This design comes from an exercise in tuning for small area, a short achievable clock period and few clock cycles per item on the open sky130 flow, not from production work.
Where RTL was checked, it was by simulation tests only, not by an equivalence proof against the original.
For runs 2 to 4, only the layout was checked, not whether the RTL still works.

[flow/run.sh]
#!/bin/bash
# synth_recipe.tcl (not shown) runs the flow's synth.tcl, then flattens the netlist and writes it again
# the make line also repeats each setting of config.mk as NAME=value (left out here)
make -C /OpenROAD-flow-scripts/flow DESIGN_CONFIG=/design/flow/config.mk WORK_HOME=/design/flow/orfs CLKGATE_MAP_FILE= SYNTH_SCRIPT=/design/flow/synth_recipe.tcl finish
[flow/config.mk]
export PLATFORM = sky130hd
export DESIGN_NAME = sdiv_op
export DESIGN_NICKNAME = sdiv_op
export VERILOG_FILES = /design/flow/design.v
export SDC_FILE = /design/flow/constraint.sdc
export NUM_CORES = 4
export LEC_CHECK = 0
export CAP_MARGIN = 20
export CORE_MARGIN = 2
export CORE_UTILIZATION = 40
export SLEW_MARGIN = 20
[flow/constraint.sdc]
create_clock -name core_clock -period 90.0 [get_ports {clk}]
set_input_delay 18.0000 -clock core_clock [delete_from_list [all_inputs] [get_ports {clk}]]
set_output_delay 18.0000 -clock core_clock [all_outputs]
set_load 0.01 [all_outputs]
[flow/design.v]
module joinC #(parameter N = 2)(
	input [N - 1 : 0] valid_in,
	output reg  [N - 1 : 0] ready_in,
	output valid_out,
	input ready_out
);
	assign valid_out = &valid_in; 
	reg[N - 1 : 0] singleValid;
	integer i, j;
	always @(*)begin
		for(i = 0; i < N; i = i + 1)begin
			singleValid[i] = 1;
			for(j = 0; j < N; j = j + 1)
				if(i != j)
					singleValid[i] = singleValid[i] & valid_in[j];
		end
		for(i = 0; i < N; i = i + 1)begin
			ready_in[i] = singleValid[i] & ready_out;
		end
	end
endmodule
module OEHB #(parameter INPUTS = 2,
		parameter OUTPUTS = 1,
		parameter DATA_IN_SIZE = 32,
		parameter DATA_OUT_SIZE = 32)
	(
		input clk,
		input rst,
		input [INPUTS * (DATA_IN_SIZE)- 1 : 0]data_in_bus,
		input [INPUTS - 1 : 0]valid_in_bus,
		output [INPUTS - 1 : 0] ready_in_bus,
		output [OUTPUTS * (DATA_OUT_SIZE) - 1 : 0]data_out_bus,
		output reg [OUTPUTS - 1 : 0]valid_out_bus,
		input 	[OUTPUTS - 1 : 0] ready_out_bus
);
	wire reg_en;
	reg [DATA_IN_SIZE - 1 : 0] data_reg;
	always@(posedge clk, posedge rst)
		if(rst)
			valid_out_bus[0] <= 0;
		else
			valid_out_bus[0] <= valid_in_bus[0] | ~ready_in_bus[0];
	always@(posedge clk, posedge rst)
		if(rst)
			data_reg <= 0;
		else if(reg_en)
			data_reg <= data_in_bus[0 * DATA_IN_SIZE +: DATA_IN_SIZE];
	assign data_out_bus[0 * DATA_OUT_SIZE +: DATA_OUT_SIZE] = data_reg;
	assign ready_in_bus[0] = ~valid_out_bus[0] | ready_out_bus[0];
	assign reg_en = ready_in_bus[0] & valid_in_bus[0];
endmodule
module sdiv_op #(parameter INPUTS = 2,
		parameter OUTPUTS = 1,
		parameter DATA_IN_SIZE = 32,
		parameter DATA_OUT_SIZE = 32)
		(
		input clk,
		input rst,
		input [INPUTS * (DATA_IN_SIZE)- 1 : 0]data_in_bus,
		input [INPUTS - 1 : 0]valid_in_bus,
		output [INPUTS - 1 : 0] ready_in_bus,
		output [OUTPUTS * (DATA_OUT_SIZE) - 1 : 0]data_out_bus,
		output [OUTPUTS - 1 : 0]valid_out_bus,
		input [OUTPUTS - 1 : 0] ready_out_bus
);
	wire signed [(DATA_IN_SIZE)- 1 : 0] data_in_0, data_in_1;
	wire signed [(DATA_OUT_SIZE)- 1 : 0] data_out_0;
	assign data_in_0 = data_in_bus[0 * DATA_IN_SIZE +: DATA_IN_SIZE];
	assign data_in_1 = data_in_bus[1 * DATA_IN_SIZE +: DATA_IN_SIZE];
	assign data_out_0 = data_in_0 / data_in_1;
	wire join_valid, oehb_ready;
	joinC #(.N(INPUTS)) add_fork(.valid_in(valid_in_bus), .ready_in(ready_in_bus), .valid_out(join_valid), .ready_out(oehb_ready));
	OEHB #(.INPUTS(1), .OUTPUTS(1), .DATA_IN_SIZE(DATA_OUT_SIZE), .DATA_OUT_SIZE(DATA_OUT_SIZE)) oehb_buffer (.clk(clk), .rst(rst),
		.data_in_bus(data_out_0), .valid_in_bus(join_valid), .ready_in_bus(oehb_ready),
		.data_out_bus(data_out_bus[0 * DATA_OUT_SIZE +: DATA_OUT_SIZE]), .valid_out_bus(valid_out_bus[0]), .ready_out_bus(ready_out_bus[0]));
endmodule
==> results.cfg, run 1 <==
[global_routing]
track_usage_pct = 35.6
antenna_found_initial = 3
grt_pass1_wl_mm = 226
grtUsageMet3_pct = 5.62
grt_max_degree = 65
use_met2_pct = 57.2
grt_pass1_vias = 36400
grt.overflow.total = 0
busiest_layer = met2
grt_use_met1_pct = 48.2

[sta]
hold_ws_ns = 0.482
fmax_mhz = 11.4
worst_pin_slew_ns = 1.21
clock_skew_ns = 0.0190
final-setup-viol-count = 0
min_period_ns = 87.42
slew_headroom_pct = 19.2
finalHoldViolCount = 0
maxSlewViolCount = 0
min_period_over_period_pct = 97.1

[clock_network]
numClockSinks = 33
clock_latency_ns = 0.33
cts_buffers = 5
ctsHoldBuffers = 0
clockRootBuffer = clkbuf_16
tritoncts = done
clk_pin_slew_worst_paths_ns = 0.07
clk_path_buf_depth = 2
htree_num_levels = 2

[worst_setup_path]
cp.buffers_inverters = 38
crit_path_start_kind = input pin
crit_required_ns = 90.16
cp_max_fo = 18
max_stage_delay_ns = 0.58
critPathCaptureType = flip-flop
path_delay_family = compound AO/OA/AOI/OAI gates
cp.depth = 342
cp_common_cell = ha_1
critPathKind = in2reg
r2r_cells = 4
crit_slowest_cell = or4_4
cp.arrival_ns = 87.58

[placement]
globalplace.congestion = 1.04
dp_hpwl_mm = 123
io_buffers = 103

[synth]
yosysUniqueCellTypes = 112
synth_edf_count = 0
yosysWarnings = 2
synthCells = 4685
yosysTopAreaCell = ha_1
netlist_area_sq_um = 32200
yosysSeqAreaShare_pct = 2.56
synth-seq-cells = 33
synth_top_area_share_pct = 20.7
postSynthAreaPerCell_sq_um = 6.88
synth_nets = 5286
async_reset_ff_share_pct = 100
synth-main-ff-cell = dfrtp_1
synth_area_leaders = ha_1 21%, xnor2_1 7.0%, a21oi_1 6.3%, nand2_1 5.8%, nor2_1 5.0%

[floorplan]
dieArea_sq_um = 82800
die_h_microns = 288
initial_core_util_pct = 40.2
core_area_sq_um = 80200
io_pins = 104
die_w_microns = 288
placementRows = 104

[detailed_routing]
drt_iter0_markers = 3464
drc_errors = 0
via_per_inst = 6.30
dr.pass1.iters = 6
ant_nets = 0
wl_mm = 156
num_vias = 39300
routedWlPerCell_microns = 25.1

[layout]
drive_gt1_share_pct = 20.9
mostFrequentLayoutCell = ha_1
fillers = 8075
mostFrequentLayoutCells = 509 x ha_1, 506 x buf_4, 486 x nand2_1, 406 x nor2_1, 343 x a21oi_1
area_growth_pct = 27.1
nets = 5773
largest_register_ffs = 32

[worst_hold_path]
holdPathStages = 2
holdCritPathClass = reg2reg

[job]
max-cap-violations = 0

[run_status]
status = finished clean
[synthesized netlist by cell type (64+ instances only)]
cell type	instances
nor2b_1	71
xnor2_1	257
a21o_1	160
clkbuf_1	116
nand2_1	497
nor2_1	429
ha_1	532
inv_1	148
nand3_1	121
a31oi_1	68
o21ai_0	298
nor3_1	162
or3_1	64
xor2_1	180
nand4_1	66
a21oi_1	405
o21a_1	120
[worst reg2reg max path, stage by stage (launching register included)]
cell      delay, ns
dfrtp_1        0.34
nand2b_1       0.11
nand3_2        0.09
buf_4          0.56
o21ai_0        0.26
[layer usage]
layer / up-vias / part of all wire (%)
met5: - / 0.0083
met3: 385 / 8.9
met2: 1877 / 44
li1: 18500 / -
met4: 2 / 4.4
met1: 18600 / 43
[worst paths after layout]
| check | from | end | slack, ns |
|---|---|---|---|
| min reg2reg | oehb_buffer.data_reg[29]$_DFFE_PP0P_ | oehb_buffer.data_reg[29]$_DFFE_PP0P_ | 0.48 |
| max in group asynchronous | rst | oehb_buffer.data_reg[3]$_DFFE_PP0P_ | 71.14 |
| max reg2reg | oehb_buffer.valid_out_bus$_DFF_PP0_ | oehb_buffer.data_reg[2]$_DFFE_PP0P_ | 88.50 |
| max | data_in_bus[32] | oehb_buffer.data_reg[28]$_DFFE_PP0P_ | 2.58 |
| min in group asynchronous | rst | oehb_buffer.data_reg[15]$_DFFE_PP0P_ | 18.19 |
| min | oehb_buffer.data_reg[29]$_DFFE_PP0P_ | oehb_buffer.data_reg[29]$_DFFE_PP0P_ | 0.48 |
[kinds of logic (layout without fill, tap and decap cells)]
kind of cell	after synthesis	in the layout	share of synthesized area [%]
adder cells (fa/ha/maj)	532	532	20.7
XOR/XNOR	437	437	11.9
multiplexers	99	99	3.32
AND/OR/NAND/NOR	1705	1706	25.6
AO/OA/AOI/OAI	1556	1558	32.0
buffers and inverters	323	808	3.99
flip-flops	33	33	2.56
other	0	4	0
[timing repair]
action,in CTS,in global routing
setup buffers,15,104
gates resized for setup,67,391
pin swaps,11,121
endpoints found under the setup margin,32,32
cloned,0,9
[per-stage QoR]
stage / cells / utilization, % / instance area, sq um / TNS [ns] / setup WS (ns)
2_1_floorplan: 4685 / - / 32400 / 0 / 0.0351
3_3_place_gp: 6097 / 46.9 / 37600 / -51.00 / -2.27
3_5_place_dp: 6097 / 46.9 / 37600 / -83.62 / -3.25
4_1_cts: 6120 / 47.6 / 38200 / 0 / 0.0112
5_1_grt: 6233 / 51.1 / 40900 / -4.73 / -0.569
6_report: 6237 / 51.1 / 40900 / 0 / 2.58
[layout make-up]
class | instances | area (sq um) | share of cell area, %
multi-input cells | 4332 | 32500 | 79.5
well taps | 1060 | 1330 | 3.24
flip-flops and latches | 33 | 826 | 2.02
inverters | 149 | 563 | 1.38
clock inverters | 2 | 37.5 | 0.0917
repair buffers | 651 | 5500 | 13.4
diodes | 4 | 10.0 | 0.0244
clock buffers | 6 | 139 | 0.339
Testbench counts, summed over its fixed seeds: cycles 2,408, items 2,400.
==> run 2, diff against run 1 <==
--- a/flow/design.v
+++ b/flow/design.v
@@ -65,12 +65,120 @@
 );
-	wire signed [(DATA_IN_SIZE)- 1 : 0] data_in_0, data_in_1;
-	wire signed [(DATA_OUT_SIZE)- 1 : 0] data_out_0;
-	assign data_in_0 = data_in_bus[0 * DATA_IN_SIZE +: DATA_IN_SIZE];
-	assign data_in_1 = data_in_bus[1 * DATA_IN_SIZE +: DATA_IN_SIZE];
-	assign data_out_0 = data_in_0 / data_in_1;
-	wire join_valid, oehb_ready;
-	joinC #(.N(INPUTS)) add_fork(.valid_in(valid_in_bus), .ready_in(ready_in_bus), .valid_out(join_valid), .ready_out(oehb_ready));
-	OEHB #(.INPUTS(1), .OUTPUTS(1), .DATA_IN_SIZE(DATA_OUT_SIZE), .DATA_OUT_SIZE(DATA_OUT_SIZE)) oehb_buffer (.clk(clk), .rst(rst),
-		.data_in_bus(data_out_0), .valid_in_bus(join_valid), .ready_in_bus(oehb_ready),
-		.data_out_bus(data_out_bus[0 * DATA_OUT_SIZE +: DATA_OUT_SIZE]), .valid_out_bus(valid_out_bus[0]), .ready_out_bus(ready_out_bus[0]));
+	localparam K    = 4;                  
+	localparam MODE = 1;                  
+	localparam NC   = (32 + K - 1) / K;   
+	localparam CW   = (NC > 1) ? $clog2(NC) : 1;
+	localparam DW   = NC * K;             
+	function [5:0] clz;
+		input [31:0] x;
+		integer i;
+		begin
+			clz = 6'd32;
+			for (i = 0; i < 32; i = i + 1)
+				if (x[i]) clz = 6'd31 - i;
+		end
+	endfunction
+	reg [31:0] ia, ib;
+	reg f0, f1;           
+	reg rdy0, rdy1;       
+	reg          busy;
+	reg          fin;     
+	reg [CW-1:0] cnt;     
+	reg [30:0]   rem;
+	reg [DW-1:0] dq;      
+	reg [31:0]   dvs;     
+	reg          dsn;     
+	reg          neg;     
+	reg [31:0] qout;
+	reg        qvalid;
+	assign ready_in_bus  = {rdy1, rdy0};
+	assign data_out_bus  = qout;
+	assign valid_out_bus = qvalid;
+	wire start    = ~busy & f0 & f1;
+	wire [31:0] amag = ia[31] ? -ia : ia;
+	wire [31:0] bx   = ib ^ {32{ib[31]}};    
+	wire [31:0] bmag = bx + ib[31];
+	reg [CW-1:0] c1;      
+	reg [30:0]   rem0;
+	reg [DW-1:0] dq0;
+	reg [6:0]    nb;      
+	integer c;
+	always @(*) begin
+		c1 = NC - 1;
+		if (MODE == 0) begin
+			for (c = NC - 1; c >= 1; c = c - 1)
+				if ((amag >> (c * K)) < bmag)
+					c1 = c - 1;
+		end else begin
+			if (MODE == 1)
+				nb = {1'b0, clz(bx)} - {1'b0, clz(amag)} + 7'd1;
+			else
+				nb = {1'b0, clz(bx)} - {1'b0, clz(ia ^ {32{ia[31]}})} + ia[31] + 7'd1;
+			for (c = NC - 1; c >= 1; c = c - 1)
+				if ($signed(nb) <= c * K)
+					c1 = c - 1;
+		end
+		rem0 = 31'd0;
+		dq0  = {DW{1'b0}};
+		for (c = 1; c <= NC; c = c + 1)
+			if (c1 == c - 1) begin
+				rem0 = (c * K >= 32) ? 31'd0 : (amag >> (c * K));
+				dq0  = {{(DW-32){1'b0}}, amag} << (DW - c * K);
+			end
+	end
+	reg [30:0]   r;
+	reg [DW-1:0] d;
+	reg [31:0]   bv;
+	reg          bs;
+	reg [33:0]   sum;
+	integer j;
+	always @(*) begin
+		r  = busy ? rem : rem0;
+		d  = busy ? dq  : dq0;
+		bv = busy ? dvs : bx;
+		bs = busy ? dsn : ib[31];
+		for (j = 0; j < K; j = j + 1) begin
+			sum = {1'b0, r, d[DW-1], 1'b1} + {1'b0, ~bv, ~bs};
+			r   = sum[33] ? sum[31:1] : {r[29:0], d[DW-1]};
+			d   = {d[DW-2:0], sum[33]};
+		end
+	end
+	wire        last = busy ? ((cnt == 0) | fin) : (c1 == 0);
+	wire        sgn  = busy ? neg : (ia[31] ^ ib[31]);
+	wire [31:0] qf   = (busy & fin) ? dq[31:0] : d[31:0];
+	wire [31:0] res  = sgn ? -qf : qf;
+	wire take    = start | busy;                   
+	wire wload   = start | (busy & ~last);         
+	wire hold_o  = qvalid & ~ready_out_bus[0];     
+	wire busy_n  = (take & ~last) | (take & last & hold_o);
+	wire f0_n    = rdy0 ? valid_in_bus[0] : f0;
+	wire f1_n    = rdy1 ? valid_in_bus[1] : f1;
+	always @(posedge clk, posedge rst)
+		if (rst) begin
+			f0 <= 1'b0; f1 <= 1'b0;
+			rdy0 <= 1'b1; rdy1 <= 1'b1;
+			busy <= 1'b0;
+			qvalid <= 1'b0;
+		end else begin
+			f0 <= f0_n; f1 <= f1_n;
+			rdy0 <= ~f0_n | (f1_n & ~busy_n);
+			rdy1 <= ~f1_n | (f0_n & ~busy_n);
+			busy <= busy_n;
+			qvalid <= hold_o | (take & last);
+		end
+	always @(posedge clk) begin
+		if (~f0 | start) ia <= data_in_bus[31:0];    
+		if (~f1 | start) ib <= data_in_bus[63:32];   
+		if (~hold_o) qout <= res;
+		if (start) begin
+			dvs <= bx;
+			dsn <= ib[31];
+			neg <= ia[31] ^ ib[31];
+		end
+		if (wload) begin
+			rem <= r;
+			dq  <= d;
+			cnt <= busy ? cnt - 1'b1 : c1 - 1'b1;
+			fin <= ~busy & last;
+		end
+	end
 endmodule
==> results.cfg, run 2 <==
[floorplan]
dieArea_sq_um = 51300
core_area_sq_um = 49000
initial_core_util_pct = 40.5
die_w_microns = 227
placementRows = 81
io_pins = 104
die_h_microns = 227

[sta]
rsz0062_at_grt = false
worst_pin_slew_ns = 1.12
final-setup-viol-count = 0
finalHoldViolCount = 0
min_period_over_period_pct = 26.0
worst_slack_ns = 66.56
clock_skew_ns = 0.0187
finalSetupTns_ns = 0
min_period_ns = 23.44
fmax_mhz = 42.7
maxSlewViolCount = 0
slew_headroom_pct = 24.7

[detailed_routing]
drt_iter0_markers = 1317
drc_errors = 0
num_vias = 17600
wl_mm = 64.0
ant_nets = 0
via_per_inst = 5.95
dr.pass1.iters = 6
routedWlPerCell_microns = 21.6

[layout]
stdcell_count = 2960
fillers = 4723
drive_gt1_share_pct = 9.71
diodes = 0
fin_area_sq_um = 22400
area_growth_pct = 13.3
mostFrequentLayoutCell = a21oi_1
mostFrequentLayoutCells = 206 x a21oi_1, 196 x edfxtp_1, 191 x nand2_1, 175 x nor2_1, 145 x ha_1
nets = 2495

[placement]
io_buffers = 103
dp_cells = 2911
globalplace.congestion = 0.988
pre_cts_slack_ns = 66.88
dpl_cell_area_sq_um = 21500
dp_hpwl_mm = 50.1

[synth]
async_reset_ff_share_pct = 2.97
synth-main-ff-cell = edfxtp_1
synth-seq-cells = 202
synth_top_area_share_pct = 29.7
netlist_top_cells_count = 206 x a21oi_1, 196 x edfxtp_1, 191 x nand2_1
postSynthAreaPerCell_sq_um = 8.96
yosysMostFrequentCell = a21oi_1
yosysTopAreaCell = edfxtp_1
yosysSeqAreaShare_pct = 30.5
netlist_area_sq_um = 19800
yosysWarnings = 1
yosysUniqueCellTypes = 100
synth_area_leaders = edfxtp_1 30%, ha_1 9.2%, mux2_2 5.6%, a21oi_1 5.2%, xor2_1 4.6%
synth_nets = 2431
synth_edf_count = 196
synthCells = 2212

[clock_network]
tritoncts = done
post_cts_buffers = 0
cts.repair.resized = 0
clock_latency_ns = 0.58
cts_buffers = 26
clk_path_buf_depth = 3
numClockSinks = 202
clk_pin_slew_worst_paths_ns = 0.06
htree_num_levels = 1
clockRootBuffer = clkbuf_16
ctsHoldBuffers = 0

[worst_setup_path]
crit_slowest_cell = ha_1
cp.arrival_ns = 23.75
cp_max_fo = 38
crit_required_ns = 90.31
crit_path_start_kind = flip-flop
cp_common_cell = ha_1
max_stage_delay_ns = 0.89
critPathKind = reg2reg
critPathCaptureType = flip-flop
r2r_cells = 73

[global_routing]
antenna_found_initial = 0
grt_pass1_wl_mm = 98.2
grt_max_degree = 56
grt.overflow.total = 0
grt_pass1_vias = 17100
track_usage_pct = 24.6

[worst_hold_path]
holdPathStages = 1
holdCritPathClass = reg2reg

[job]
max-cap-violations = 0

[run_status]
status = finished clean
-- run 2: kinds of logic (layout without fill, tap and decap cells) --
logic type / after synthesis / count (layout) / synth area share [%]
buffers and inverters: 172 / 256 / 3.39
multiplexers: 166 / 166 / 9.29
flip-flops: 202 / 202 / 30.5
adder cells (fa/ha/maj): 150 / 150 / 9.66
AND/OR/NAND/NOR: 611 / 611 / 14.5
XOR/XNOR: 202 / 202 / 8.97
AO/OA/AOI/OAI: 709 / 709 / 23.7
-- run 2: worst max-delay path, delay by kind of cell (launching register included) --
| kind | cells | cell delay, ns |
|---|---|---|
| AND/OR/NAND/NOR | 21 | 6.05 |
| XOR/XNOR | 3 | 1.08 |
| flip-flops | 1 | 0.52 |
| AO/OA/AOI/OAI | 33 | 9.54 |
| adder cells (fa/ha/maj) | 9 | 3.38 |
| buffers and inverters | 3 | 1.24 |
| multiplexers | 4 | 1.25 |
-- run 2: metal layers --
metal | share of wire, % | vias to the layer above | GRT usage [%]
li1 | - | 8445 | -
met1 | 44 | 8509 | 32.3
met2 | 46 | 531 | 41.6
met3 | 5.3 | 113 | 2.73
met4 | 4.2 | 0 | 9.38
met5 | 0 | - | 0
-- run 2: cell type report --
| cell class | count | area, sq um | share of cell area [%] |
|---|---|---|---|
| Multi-Input combinational cell | 1838 | 13100 | 58.6 |
| Timing Repair Buffer | 127 | 1230 | 5.49 |
| Sequential cell | 202 | 6040 | 26.9 |
| Tap cell | 664 | 831 | 3.70 |
| Clock buffer | 32 | 694 | 3.09 |
| Clock inverter | 16 | 190 | 0.848 |
| Inverter | 81 | 307 | 1.37 |
-- run 2: through the flow --
stage / util [%] / hold slack (ns)
final: 45.8 / 0.577
after global routing: 45.8 / 0.601
after CTS: 45.8 / 0.576
after detailed placement: 43.9 / 0.566
after global placement: 43.9 / 0.553
after floorplan: - / 0.421
-- run 2: path summary, 6_finish.rpt --
kind / startpoint / endpoint / slack, ns
max in group asynchronous: rst / rdy1$_DFF_PP1_ / 72.01
worst min register to register: dq[18]$_DFFE_PP_ / dq[22]$_DFFE_PP_ / 0.58
min in group asynchronous: rst / busy$_DFF_PP0_ / 17.70
worst min-delay path: dq[18]$_DFFE_PP_ / dq[22]$_DFFE_PP_ / 0.58
worst max-delay path: ia[6]$_DFFE_PP_ / qout[28]$_DFFE_PN_ / 66.56
worst max register to register: ia[6]$_DFFE_PP_ / qout[28]$_DFFE_PN_ / 66.56
==> run 3, diff against run 2 <==
--- a/flow/design.v
+++ b/flow/design.v
@@ -66,3 +66,2 @@
 	localparam K    = 4;                  
-	localparam MODE = 1;                  
 	localparam NC   = (32 + K - 1) / K;   
@@ -99,2 +98,5 @@
 	wire [31:0] bmag = bx + ib[31];
+	wire [31:0] ax   = ia ^ {32{ia[31]}};
+	wire        apow = ia[31] & ~|(ia[30:0] & ~ia[31:1]);    
+	wire [6:0]  nb   = {1'b0, clz(bx)} - {1'b0, clz(ax)} + {6'd0, apow} + 7'd1;
 	reg [CW-1:0] c1;      
@@ -102,3 +104,2 @@
 	reg [DW-1:0] dq0;
-	reg [6:0]    nb;      
 	integer c;
@@ -106,15 +107,5 @@
 		c1 = NC - 1;
-		if (MODE == 0) begin
-			for (c = NC - 1; c >= 1; c = c - 1)
-				if ((amag >> (c * K)) < bmag)
-					c1 = c - 1;
-		end else begin
-			if (MODE == 1)
-				nb = {1'b0, clz(bx)} - {1'b0, clz(amag)} + 7'd1;
-			else
-				nb = {1'b0, clz(bx)} - {1'b0, clz(ia ^ {32{ia[31]}})} + ia[31] + 7'd1;
-			for (c = NC - 1; c >= 1; c = c - 1)
-				if ($signed(nb) <= c * K)
-					c1 = c - 1;
-		end
+		for (c = NC - 1; c >= 1; c = c - 1)
+			if ($signed(nb) <= c * K)
+				c1 = c - 1;
 		rem0 = 31'd0;
--- a/flow/config.mk
+++ b/flow/config.mk
@@ -9,3 +9,4 @@
 export CORE_MARGIN = 2
-export CORE_UTILIZATION = 40
+export CORE_UTILIZATION = 70
+export PLACE_DENSITY = 0.75
 export SLEW_MARGIN = 20
==> results.cfg, run 3 <==
[run_status]
status = finished clean

[sta]
final-setup-viol-count = 0
worst_slack_ns = 65.39
finalSetupTns_ns = 0
clock_skew_ns = 0.0130
finalHoldViolCount = 0
maxSlewViolCount = 0
slew_headroom_pct = 19.0
rsz0062_at_grt = false
min_period_over_period_pct = 27.3
fmax_mhz = 40.6
worst_pin_slew_ns = 1.21
min_period_ns = 24.61

[synth]
synthCells = 2354
synth_area_leaders = edfxtp_1 28%, ha_1 8.7%, mux2_2 5.3%, xnor2_1 4.9%, a21oi_1 4.5%
yosysMostFrequentCell = nand2_1
synth-main-ff-cell = edfxtp_1
synth_edf_count = 196
netlist_top_cells_count = 244 x nand2_1, 196 x edfxtp_1, 186 x a21oi_1
synth_top_area_share_pct = 28.4
yosysUniqueCellTypes = 100
async_reset_ff_share_pct = 2.97
yosysTopAreaCell = edfxtp_1
synth-seq-cells = 202
netlist_area_sq_um = 20700
synth_nets = 2573
yosysWarnings = 1
yosysSeqAreaShare_pct = 29.2
postSynthAreaPerCell_sq_um = 8.80

[clock_network]
clk_path_buf_depth = 3
htree_num_levels = 1
post_cts_buffers = 0
clk_pin_slew_worst_paths_ns = 0.07
cts.repair.resized = 0
ctsHoldBuffers = 0
numClockSinks = 202
clockRootBuffer = clkbuf_16
tritoncts = done
clock_latency_ns = 0.53
cts_buffers = 23

[floorplan]
placementRows = 62
die_w_microns = 176
dieArea_sq_um = 31000
io_pins = 104
core_area_sq_um = 28900
initial_core_util_pct = 71.6
die_h_microns = 176

[global_routing]
track_usage_pct = 46.4
grt_max_degree = 76
grt.overflow.total = 0
busiest_layer = met2
antenna_found_initial = 3
grt_pass1_vias = 19500
grtUsageMet3_pct = 13.8
use_met2_pct = 72.2
grt_pass1_wl_mm = 112
grt_use_met1_pct = 57.0

[placement]
globalplace.congestion = 1.09
dp_hpwl_mm = 52.5
io_buffers = 103
dp_cells = 2748
pre_cts_slack_ns = 66.89

[layout]
drive_gt1_share_pct = 9.14
nets = 2610
mostFrequentLayoutCell = nand2_1
stdcell_count = 2792
mostFrequentLayoutCells = 243 x nand2_1, 196 x edfxtp_1, 186 x a21oi_1, 160 x nor2_1, 143 x ha_1
multi_input_comb_area_sq_um = 13900
seqCellArea_sq_um = 6040
fillers = 1820
area_growth_pct = 9.87

[worst_hold_path]
holdPathEnd = dq[23]$_DFFE_PP_
worstHoldStart = dq[19]$_DFFE_PP_
holdPathStages = 2
holdCritPathClass = reg2reg

[worst_setup_path]
path_delay_family = compound AO/OA/AOI/OAI gates
cp.buffers_inverters = 10
crit_slowest_cell = a2111oi_1
timing.rr.end = qout[28]$_DFFE_PN_
critPathKind = reg2reg
r2r_start = ia[31]$_DFFE_PP_
r2r_cells = 81
max_stage_delay_ns = 0.72
cp.arrival_ns = 24.87
critPathCaptureType = flip-flop
crit_required_ns = 90.26
cp_max_fo = 75
r2r_slack_ns = 65.39
crit_path_start_kind = flip-flop

[job]
max-cap-violations = 0

[detailed_routing]
dr.pass1.iters = 7
routedWlPerCell_microns = 26.3
num_vias = 20800
ant_nets = 0
wl_mm = 73.5
drt_iter0_markers = 3482
via_per_inst = 7.43
drc_errors = 0
[run 3: changes by cell type after synthesis, moves of 15 or more]
cell     previous run  this run
a21o_1             64        80
a21oi_1           206       186
nand2_1           191       244
nor2_1            175       160
xnor2_1            98       117
[run 3: area by class of cell]
class	instances	area share (%)
diodes	2	0.0220
well taps	384	2.11
clock inverters	12	0.715
multi-input cells	1949	61.0
repair buffers	131	5.54
clock buffers	28	2.61
inverters	84	1.39
flip-flops and latches	202	26.6
[run 3: worst max-delay path by stage]
stage	from	cells past startpoint	end
2_1_floorplan	ready_out_bus[0]	3	rdy0$_DFF_PP1_
3_3_place_gp	ia[31]$_DFFE_PP_	81	qout[18]$_DFFE_PN_
3_5_place_dp	ia[31]$_DFFE_PP_	81	qout[18]$_DFFE_PN_
4_1_cts	ia[31]$_DFFE_PP_	81	qout[28]$_DFFE_PN_
5_1_grt	ia[31]$_DFFE_PP_	81	qout[28]$_DFFE_PN_
6_report	ia[31]$_DFFE_PP_	81	qout[28]$_DFFE_PN_
[run 3: cell families (layout without fill, tap and decap cells)]
kind of cell | count (synthesis) | after routing | synth area share [%]
muxes | 160 | 160 | 8.47
AOI/OAI and AO/OA | 760 | 760 | 24.8
DFF | 202 | 202 | 29.2
other | 0 | 2 | 0
xor gates and xnor gates | 217 | 217 | 9.29
adders and majority gates | 150 | 150 | 9.28
buffers and inverters | 203 | 255 | 3.91
and+or+nand+nor | 662 | 662 | 15.0
[run 3: per-layer routing]
metal | wire length (microns) | part of all wire [%]
met1 | 25600 | 35
met2 | 31900 | 43
met3 | 10200 | 14
met4 | 5730 | 7.8
met5 | 34 | 0.046
[run 3: through the flow]
stage | hold WS, ns | area [sq um] | utilization (%)
after detailed placement | 0.563 | 21900 | 75.8
final | 0.600 | 22700 | 78.6
after global placement | 0.562 | 21900 | 75.8
after global routing | 0.614 | 22700 | 78.6
after CTS | 0.587 | 22700 | 78.5
after floorplan | 0.421 | 20700 | -
[run 3: worst min-delay path, delay by kind of cell (launching register included)]
kind	cells	cell delay [ns]
flip-flops	1	0.37
AND/OR/NAND/NOR	2	0.12
==> run 4, diff against run 3 <==
--- a/flow/config.mk
+++ b/flow/config.mk
@@ -7,3 +7,3 @@
 export LEC_CHECK = 0
-export CAP_MARGIN = 20
+export CAP_MARGIN = 60
 export CORE_MARGIN = 2
@@ -11,2 +11,2 @@
 export PLACE_DENSITY = 0.75
-export SLEW_MARGIN = 20
+export SLEW_MARGIN = 60
==> results.cfg, run 4 <==
[run_status]
status = finished clean

[floorplan]
core_area_sq_um = 28900
die_w_microns = 176
io_pins = 104
die_h_microns = 176
initial_core_util_pct = 71.6
placementRows = 62
dieArea_sq_um = 31000

[synth]
postSynthAreaPerCell_sq_um = 8.80
synth-main-ff-cell = edfxtp_1
yosysTopAreaCell = edfxtp_1
yosysMostFrequentCell = nand2_1
synth-seq-cells = 202
netlist_area_sq_um = 20700
synthCells = 2354
synth_top_area_share_pct = 28.4
yosysWarnings = 1
synth_nets = 2573
yosysUniqueCellTypes = 100
async_reset_ff_share_pct = 2.97
synth_area_leaders = edfxtp_1 28%, ha_1 8.7%, mux2_2 5.3%, xnor2_1 4.9%, a21oi_1 4.5%
synth_edf_count = 196
netlist_top_cells_count = 244 x nand2_1, 196 x edfxtp_1, 186 x a21oi_1
yosysSeqAreaShare_pct = 29.2

[clock_network]
clockRootBuffer = clkbuf_16
clk_path_buf_depth = 3
htree_num_levels = 1
cts.repair.resized = 0
numClockSinks = 202
ctsHoldBuffers = 0
clock_latency_ns = 0.55
clk_pin_slew_worst_paths_ns = 0.07
tritoncts = done
cts_buffers = 22
post_cts_buffers = 0

[worst_hold_path]
holdPathStages = 1
holdCritPathClass = reg2reg
holdPathEnd = dq[28]$_DFFE_PP_
worstHoldStart = dq[24]$_DFFE_PP_

[detailed_routing]
dr.pass1.iters = 10
wl_mm = 74.8
via_per_inst = 7.50
drc_errors = 0
drt_iter0_markers = 3514
routedWlPerCell_microns = 26.8
ant_nets = 0
num_vias = 20900

[sta]
worst_pin_slew_ns = 0.674
clock_skew_ns = 0.0420
fmax_mhz = 43.9
finalSetupTns_ns = 0
final-setup-viol-count = 0
min_period_over_period_pct = 25.3
slew_headroom_pct = 54.9
maxSlewViolCount = 0
finalHoldViolCount = 0
min_period_ns = 22.80
rsz0062_at_grt = false

[placement]
globalplace.congestion = 1.09
io_buffers = 103
dp_hpwl_mm = 53.8

[global_routing]
antenna_found_initial = 1
grt_pass1_wl_mm = 110
grt_max_degree = 76
track_usage_pct = 45.7
grt.overflow.total = 0
grt_pass1_vias = 19600

[layout]
mostFrequentLayoutCell = nand2_1
fillers = 1748
diodes = 0
drive_gt1_share_pct = 12.6
mostFrequentLayoutCells = 242 x nand2_1, 196 x edfxtp_1, 184 x a21oi_1, 157 x nor2_1, 142 x ha_1
area_growth_pct = 12.7
nets = 2615

[worst_setup_path]
r2r_cells = 80
cp_max_fo = 58
crit_required_ns = 90.29
cp.buffers_inverters = 9
critPathCaptureType = flip-flop
cp_common_cell = a21oi_1
path_delay_family = compound AO/OA/AOI/OAI gates
cp.arrival_ns = 23.08
critPathKind = reg2reg
r2r_slack_ns = 67.20
timing.rr.end = qout[18]$_DFFE_PN_
max_stage_delay_ns = 0.65
crit_slowest_cell = edfxtp_1
r2r_start = ib[31]$_DFFE_PP_
crit_path_start_kind = flip-flop

[job]
max-cap-violations = 0
## run 4: per-layer routing
layer,vias up,part of all wire [%],track usage [%]
met1,9620,34,56.0
met2,1861,44,72.1
met5,-,0.021,0
met3,529,13,12.8
met4,2,8.5,27.5
li1,8937,-,-
## run 4: layout make-up
type                            instances  area, sq um  area share (%)
Tap cell                              384          480            2.06
Timing Repair Buffer                  137         1330            5.68
Clock buffer                           28          594            2.55
Clock inverter                          9         57.6           0.247
Sequential cell                       202         6040            25.9
Multi-Input combinational cell       1949        14500            62.2
Inverter                               84          330            1.42
## run 4: logic make-up (layout without fill, tap and decap cells)
| logic type | after synthesis | count (layout) | synth area share [%] |
|---|---|---|---|
| and+or+nand+nor | 662 | 662 | 15.0 |
| DFF | 202 | 202 | 29.2 |
| buffers and inverters | 203 | 258 | 3.91 |
| xor gates and xnor gates | 217 | 217 | 9.29 |
| muxes | 160 | 160 | 8.47 |
| adders and majority gates | 150 | 150 | 9.28 |
| AOI/OAI and AO/OA | 760 | 760 | 24.8 |
## run 4: worst max path at each step
stage               cells past startpoint                  to  slack, ns        startpoint
floorplan                               3      rdy0$_DFF_PP1_      70.61  ready_out_bus[0]
global placement                       81  qout[18]$_DFFE_PN_      67.80  ia[31]$_DFFE_PP_
detailed placement                     81  qout[18]$_DFFE_PN_      67.69  ia[31]$_DFFE_PP_
CTS                                    81  qout[18]$_DFFE_PN_      67.57  ia[31]$_DFFE_PP_
global route                           81  qout[18]$_DFFE_PN_      66.27  ia[31]$_DFFE_PP_
finish                                 80  qout[18]$_DFFE_PN_      67.20  ib[31]$_DFFE_PP_
## run 4: stage by stage
step,setup slack (ns),utilization (%),cells,area (sq um),hold WS [ns]
6_report,67.20,80.7,2793,23300,0.595
5_1_grt,66.27,80.7,2793,23300,0.619
4_1_cts,67.57,80.0,2793,23100,0.589
3_5_place_dp,67.69,77.7,2756,22500,0.571
3_3_place_gp,67.80,75.8,2748,21900,0.562
2_1_floorplan,70.61,-,2354,20700,0.421

-- port drivers added, routing unchanged --
How much do the figures lean on ideal ports? The routed layouts below were timed once more, with nothing changed but the port constraints.
Step 1, drivers: a clkbuf_16 drives clk and a buf_2 each remaining input, both assumed.
Step 2 adds t to the input delays and takes it off the output delays; t is the mean of the earliest and latest rising clock arrival at the registers after step 1. Input paths then give back, and output paths get back, about the clock's delay inside the block.
a / b / c = ideal / step 1 / step 2; a / b = the first two.
run | shift t [ns] | setup slack, ns | hold slack, ns | pins driven straight from the clock port
run 1 | 0.376 | 2.579 / 2.617 / 2.241 | 0.482 / 0.482 / 0.482 | 1
run 2 | 0.619 | 66.555 / 66.555 / 66.555 | 0.577 / 0.577 / 0.577 | 1
run 3 | 0.571 | 65.390 / 65.390 / 65.390 | 0.600 / 0.600 / 0.600 | 1
run 4 | 0.581 | 67.205 / 67.205 / 67.205 | 0.595 / 0.595 / 0.595 | 1
After both steps setup and hold are still met in every run listed. For run 1, which loses most, drivers alone change the setup slack by +0.038 ns; drivers and shift together by -0.338 ns.
